Context: an optimization exercise on an open-source flow, tuned for small area. The choices shown serve that exercise and are no tape-out recipe.
The RTL was checked by simulation tests, not by an equivalence proof against the original design.
Power is estimated from default activity; no workload was simulated.

## flow/design.v (module list and top-level ports; edited modules follow where they fit)
// module chen_unsigned_div: 2516 lines
module chen_unsigned_div (clk, rst_n, divide_en, dividend, divisor,
                          divide_error, divide_done, quotient, remainde);
  // ...
==> flow/run.sh <==
#!/bin/bash
# synth_recipe.tcl (not shown) runs the flow's synth.tcl, then flattens the netlist and writes it again
# the make line also repeats each setting of config.mk as NAME=value (left out here)
make -C /OpenROAD-flow-scripts/flow DESIGN_CONFIG=/design/flow/config.mk WORK_HOME=/design/flow/orfs CLKGATE_MAP_FILE= SYNTH_SCRIPT=/design/flow/synth_recipe.tcl finish
==> flow/config.mk <==
export PLATFORM = sky130hd
export DESIGN_NAME = chen_unsigned_div
export DESIGN_NICKNAME = chen_unsigned_div
export VERILOG_FILES = /design/flow/design.v
export SDC_FILE = /design/flow/constraint.sdc
export NUM_CORES = 4
export LEC_CHECK = 0
export ABC_AREA = 1
export CAP_MARGIN = 20
export CORE_MARGIN = 2
export CORE_UTILIZATION = 50
export SLEW_MARGIN = 20
==> flow/constraint.sdc <==
create_clock -name core_clock -period 5.0 [get_ports {clk}]
set_input_delay 1.0000 -clock core_clock [delete_from_list [all_inputs] [get_ports {clk}]]
set_output_delay 1.0000 -clock core_clock [all_outputs]
set_load 0.01 [all_outputs]
==> notes.md, run 1 <==
* Result of the run: complete, no violations
* Number of cells traversed by the worst hold path: 0
- Maximum buffer depth of the clock tree: 3
- Registers take 0.0162 mm^2.
- Setup repair bufs after CTS: 1
- The floorplan has 116 rows.
- In the final routed layout, each cell accounts on average for 13.2 um.
* Worst setup slack for register-to-register paths: 120 ps
- Wires add up to 142000 um.
* Final core area utilization: 65.0%
* 1st-iter DRT viols: 2383
- Wire length of the first global-routing pass: 224000 um
- Vias: 53600
* Worst setup margin: 121 ps
- Tapcells inserted: 1298
- Summing all placed instances gives a cell area of 0.0596 mm^2.
* Largest contributor to cell area by class: multi-input gates
- In this run the worst path has a maximum fanout of 8.
- At the pin with the least slew margin, the transition time is 903 ps.
* Number of detailed-route iterations in the first pass: 6
* Number of placed I/O pins: 133
- Cell at the root of the clock tree: clkbuf_16
- Of the total power, the clock network draws 34.3%.
- Global routing consumed, on the met2 layer, 50.4% of the routing resources.
* Total Power Consumption: 0.0191 W
- Relative to the synthesized area, the layout overhead comes to 28.9%.
- After Yosys synthesis, XOR and XNOR cells account for 3.76% of the synthesized area.
* Final-layout setup total negative slack: 0 ps
- Summed area of non-filler cells in the final layout: 0.0651 mm^2
- Final cycle utilization of the critical path: 97.6%
- By instance count, the leading cell after synthesis is nand2_1.
* Detail Route Antenna Nets: 0
* Share of synthesized cell area in full adder, half adder and majority cells: 0.0198%
==> run 2: changes to the inputs <==
--- a/flow/config.mk
+++ b/flow/config.mk
@@ -10,3 +10,4 @@
 export CORE_MARGIN = 2
-export CORE_UTILIZATION = 50
+export CORE_UTILIZATION = 65
+export PLACE_DENSITY = 0.8
 export SLEW_MARGIN = 20
==> run 2 against run 1 <==
  * The layout now fails its checks (setup timing)
  * Via count rose by 6.2%
  * Cell count fell by 3.9%
  * Clock skew fell by 0.83 ps
  * Synthesized cell count did not move
  * Cell area fell by 1.6%
  * Critical endpoint is now r_7[0]
  * Largest cell class unchanged
==> notes.md, run 2 <==
- Result of the run: failed layout checks
- Layout Check Fail Reasons: setup timing
* CTS Sinks: 804
- Antenna diode count: 0
- Count of nets after finishing: 9297
- Classification of the worst-slack hold path: flip-flop to flip-flop
* Share of synthesized registers carrying an async set or reset: 0%
* Final cell count without fillers: 10300
- Internal power: 0.0125 W
* Most frequent cells in the layout: 2935 x nand2_1, 1005 x inv_1, 1001 x nand3_1
- Synthesis-to-layout area growth: 26.8%
* Total clock buffers created by CTS: 84
- After global routing the overflow that remains totals 0.
* Most instantiated cells after synthesis: 3072 x nand2_1, 1037 x nand3_1, 1023 x inv_1, 804 x dfxtp_1, 612 x nor2_1
* Detail Route Antenna Nets: 0 (unchanged)
- Net Switching: 0.00644 W
* CTS tree: done
* Summed area of non-filler cells in the final layout: 0.0640 mm^2 (-1.6%)
* Vias: 56900 (+6.2%)
- The worst setup path is captured at a flip-flop.
- Largest net degree at the start of global routing: 50
- Number of detailed-route iterations in the first pass: 10 (+4)
- The largest single stage delay on the critical path is 330 ps.
- Worst-case clock skew: 43.0 ps
- Gate count after technology mapping: 8287
- The worst setup path is launched from a flip-flop.
* Via count of the first global-routing pass: 52300
* Number of distinct library cell variants in the gate-level netlist after synthesis: 70
- 1st-iter DRT viols: 3657 (+53%)
- Number of cells traversed by the worst hold path: 0 (unchanged)
- Of the post-synthesis cell area, the dominant cell type holds 31.9%.
- Most area-consuming cells after synthesis: dfxtp_1 32%, nand2_1 23%, nand3_1 10%
- CTS clk-pin slew, worst paths: 70 ps
- Combinational cells account for 29.0% of the total power.
- Total DRC errors in the routed layout: 0
* Cell depth of the worst flop-to-flop path: 35
- Setup violations remaining at the end of the flow were counted as 16.
- Latest clock arrival within the worst-skew pair: 680 ps
* Share of post-route cells with drive strength above 1: 18.8%
- Max-capacitance violation count: 0
* Worst slew slack as a fraction of its limit: 35.2%
- Mean number of vias per cell: 5.50
- Half-perimeter wire length after detailed placement: 105000 um
* Final cycle utilization of the critical path: 102% (+4.6 points)
- The utilization of the core after routing came to 82.9% (+18 points).
- Wire length of the first global-routing pass: 225000 um (+0.76%)
* Cts-stage hold buffer count: 0
- The number of nets in the synthesized netlist is 8354.
- The number of antenna violations at the first check in global routing came to 0.
- In this run the most critical hold path is launched from x_6[8].
- The cell area that synthesis handed to floorplanning was 0.0505 mm^2.
- Average detailed-routed wire length per instance: 14.7 um (+11%)
- Core area: 0.0772 mm^2
- The synthesized design contains 0 enable-type register cells.
* Total routed wirelength: 152000 um (+7.0%)
* Die Ht: 283 um
* Slew of the pin with the lowest slew margin: 963 ps (+60.4 ps)
* Required time at the endpoint of the critical path: 5530 ps
- Worst setup margin: -110 ps (-231 ps)
* Leading cell type in the layout, fill and taps excluded: nand2_1
- For this run, the top clock speed supported by timing is 196 MHz.
- Input and output buffers added on the ports amount to 132.
- Count of H-tree levels built during CTS: 3
- The largest fanout of any net on the critical path came to 8 (unchanged).
- The final number of max-transition violations was 0.
- For this run, the number of Yosys warnings is 1.
- Total die area: 0.0799 mm^2
* Leakage power total: 34.1 nW
- At the end of routability-driven placement, the weighted congestion stood at 0.959.
* Number of synthesized register bits: 804
* Part of the power in registers: 37.3%
- Most instantiated library cell after synthesis: nand2_1
- The flop-to-flop setup slack came to -110 ps (-230 ps).
- Critical register-to-register path startpoint: d_6[29]
- Total power divided by cell area: 296 mW/mm^2
- FF-to-FF End: r_7[0]
* Sink of the worst hold path: x_7[11]
- Tracing the worst setup path back leads to its startpoint at d_6[29].
* Filler Cell Count: 5221
- Maximum buffer depth of the clock tree: 3 (unchanged)
- Rows: 102 (-12%)
- Slowest cell on crit path: dfxtp_2
- The part of the total power dissipated in the clock network came to 33.6% (-0.7 points).
- Number of placed I/O pins: 133 (unchanged)
- Placed Instances: 10000
- Net switching is 34.0% of the power.
- Effective utilization at floorplan: 65.4%
- From left edge to right edge, the die measures 283 um.
* Arrival time at the worst endpoint: 5640 ps
* GR Util All Layers: 33.4%
* Maximum VDD drop: 0.000346 V
- Mean Syn Cell Area: 6.09 um^2
- Critical Setup Path Class: flip-flop to flip-flop
* Most frequently used flop master after synthesis: dfxtp_1
- Sequential cell area fraction in the yosys report: 31.9%
* Count of final hold-check violations: 0
- The cell area after placement is 0.0578 mm^2 (-3.1%).
* Total Power Consumption: 0.0190 W (-0.68%)
- The worst path in the final design needs a cycle of 5110 ps, including I/O delays and setup.
* Cell at the root of the clock tree: clkbuf_16
* Largest area contributor in the synthesized netlist: dfxtp_1
-- run 2: timing repair --
item / in CTS / in global routing
cloned: 1 / 34
endpoints found under the setup margin: 67 / 194
buffers inserted: 3 / 106
pin swaps: 2 / 144
resized for setup: 8 / 573
-- run 2: worst max-delay path by stage --
| stage | end | cells past startpoint | slack, ps |
|---|---|---|---|
| finish | r_7[0] | 35 | -110 |
| global route | r_7[0] | 35 | -300 |
| CTS | r_5[1] | 42 | 20 |
| detailed placement | r_0[0] | 38 | -300 |
| global placement | r_0[0] | 38 | -180 |
| floorplan | r_0[3] | 33 | 770 |
-- run 2: power by group through the flow --
stage / clock (W) / combinational (W) / sequential (W)
after floorplan: 0 / 0.00328 / 0.00717
after global placement: 0 / 0.00472 / 0.00717
after detailed placement: 0 / 0.00489 / 0.00719
after CTS: 0.00643 / 0.00494 / 0.00706
after global routing: 0.00671 / 0.00614 / 0.00712
final: 0.00638 / 0.00551 / 0.00708
-- run 2: metrics by stage --
stage / hold WS, ps / setup slack [ps] / setup TNS [ps]
2_1_floorplan: 310 / 768 / 0
3_3_place_gp: 310 / -180 / -724
3_5_place_dp: 312 / -297 / -1440
4_1_cts: 322 / 21.4 / 0
5_1_grt: 324 / -304 / -19080
6_report: 321 / -110 / -651
-- run 2: cell type report --
cell class	instances	area [um^2]	area share, %
multi-input cells	6228	30700	48.0
flip-flops and latches	804	16200	25.3
repair buffers	971	8510	13.3
inverters	1138	4370	6.82
clock buffers	103	2260	3.54
well taps	1040	1300	2.03
clock inverters	46	593	0.926
repair inverters	3	36.3	0.0567
-- run 2: critical path: cells and delay by family, from the launching register on --
family,cells,cell delay [ps]
DFF,1,330
AOI/OAI and AO/OA,3,470
buffers and inverters,5,950
and+or+nand+nor,27,3170
-- run 2: metal layers --
| metal | up-vias | track usage, % | wire, um |
|---|---|---|---|
| met4 | 0 | 25.2 | 15600 |
| met3 | 882 | 4.11 | 7400 |
| met5 | - | 0 | 0 |
| li1 | 28300 | - | - |
| met2 | 2129 | 64.6 | 76400 |
| met1 | 25500 | 32.1 | 52400 |
-- run 2: kinds of logic after synthesis --
| kind of cell | share of synthesized area, % |
|---|---|
| buf+inv | 10.5 |
| fa+ha+maj | 0.0198 |
| xor+xnor | 3.76 |
| simple gates | 46.1 |
| compound gates | 7.76 |
| flops | 31.9 |

-- static timing again, ports no longer ideal --
The results above use ideal ports. As a check the final layouts listed here were re-extracted and re-timed, cells and wires unchanged. Step 1: set_driving_cell puts a clkbuf_16 on clk and a buf_2 on each other input, an assumption about the parent block. Step 2 also shifts input and output timing later by t, the mid clock arrival at the registers, as if the neighbouring blocks saw the same clock. Slacks: ideal ports / drivers / drivers and shift; pairs: ideal ports / drivers.
run | shift t [ns] | setup slack, ns | worst setup path at the end | slew at the worst register clock pin (ns) | worst data-port slew with drivers (ns)
run 1 | 0.736 | 0.121 / 0.121 / 0.026 | input to register | 0.07 / 0.07 | 0.04
run 2 | 0.737 | -0.110 / -0.110 / -0.159 | input to register | 0.07 / 0.07 | 0.05
The setup slack of run 1, which loses most, moves by 0.000 ns with the drivers and by -0.095 ns with both steps.
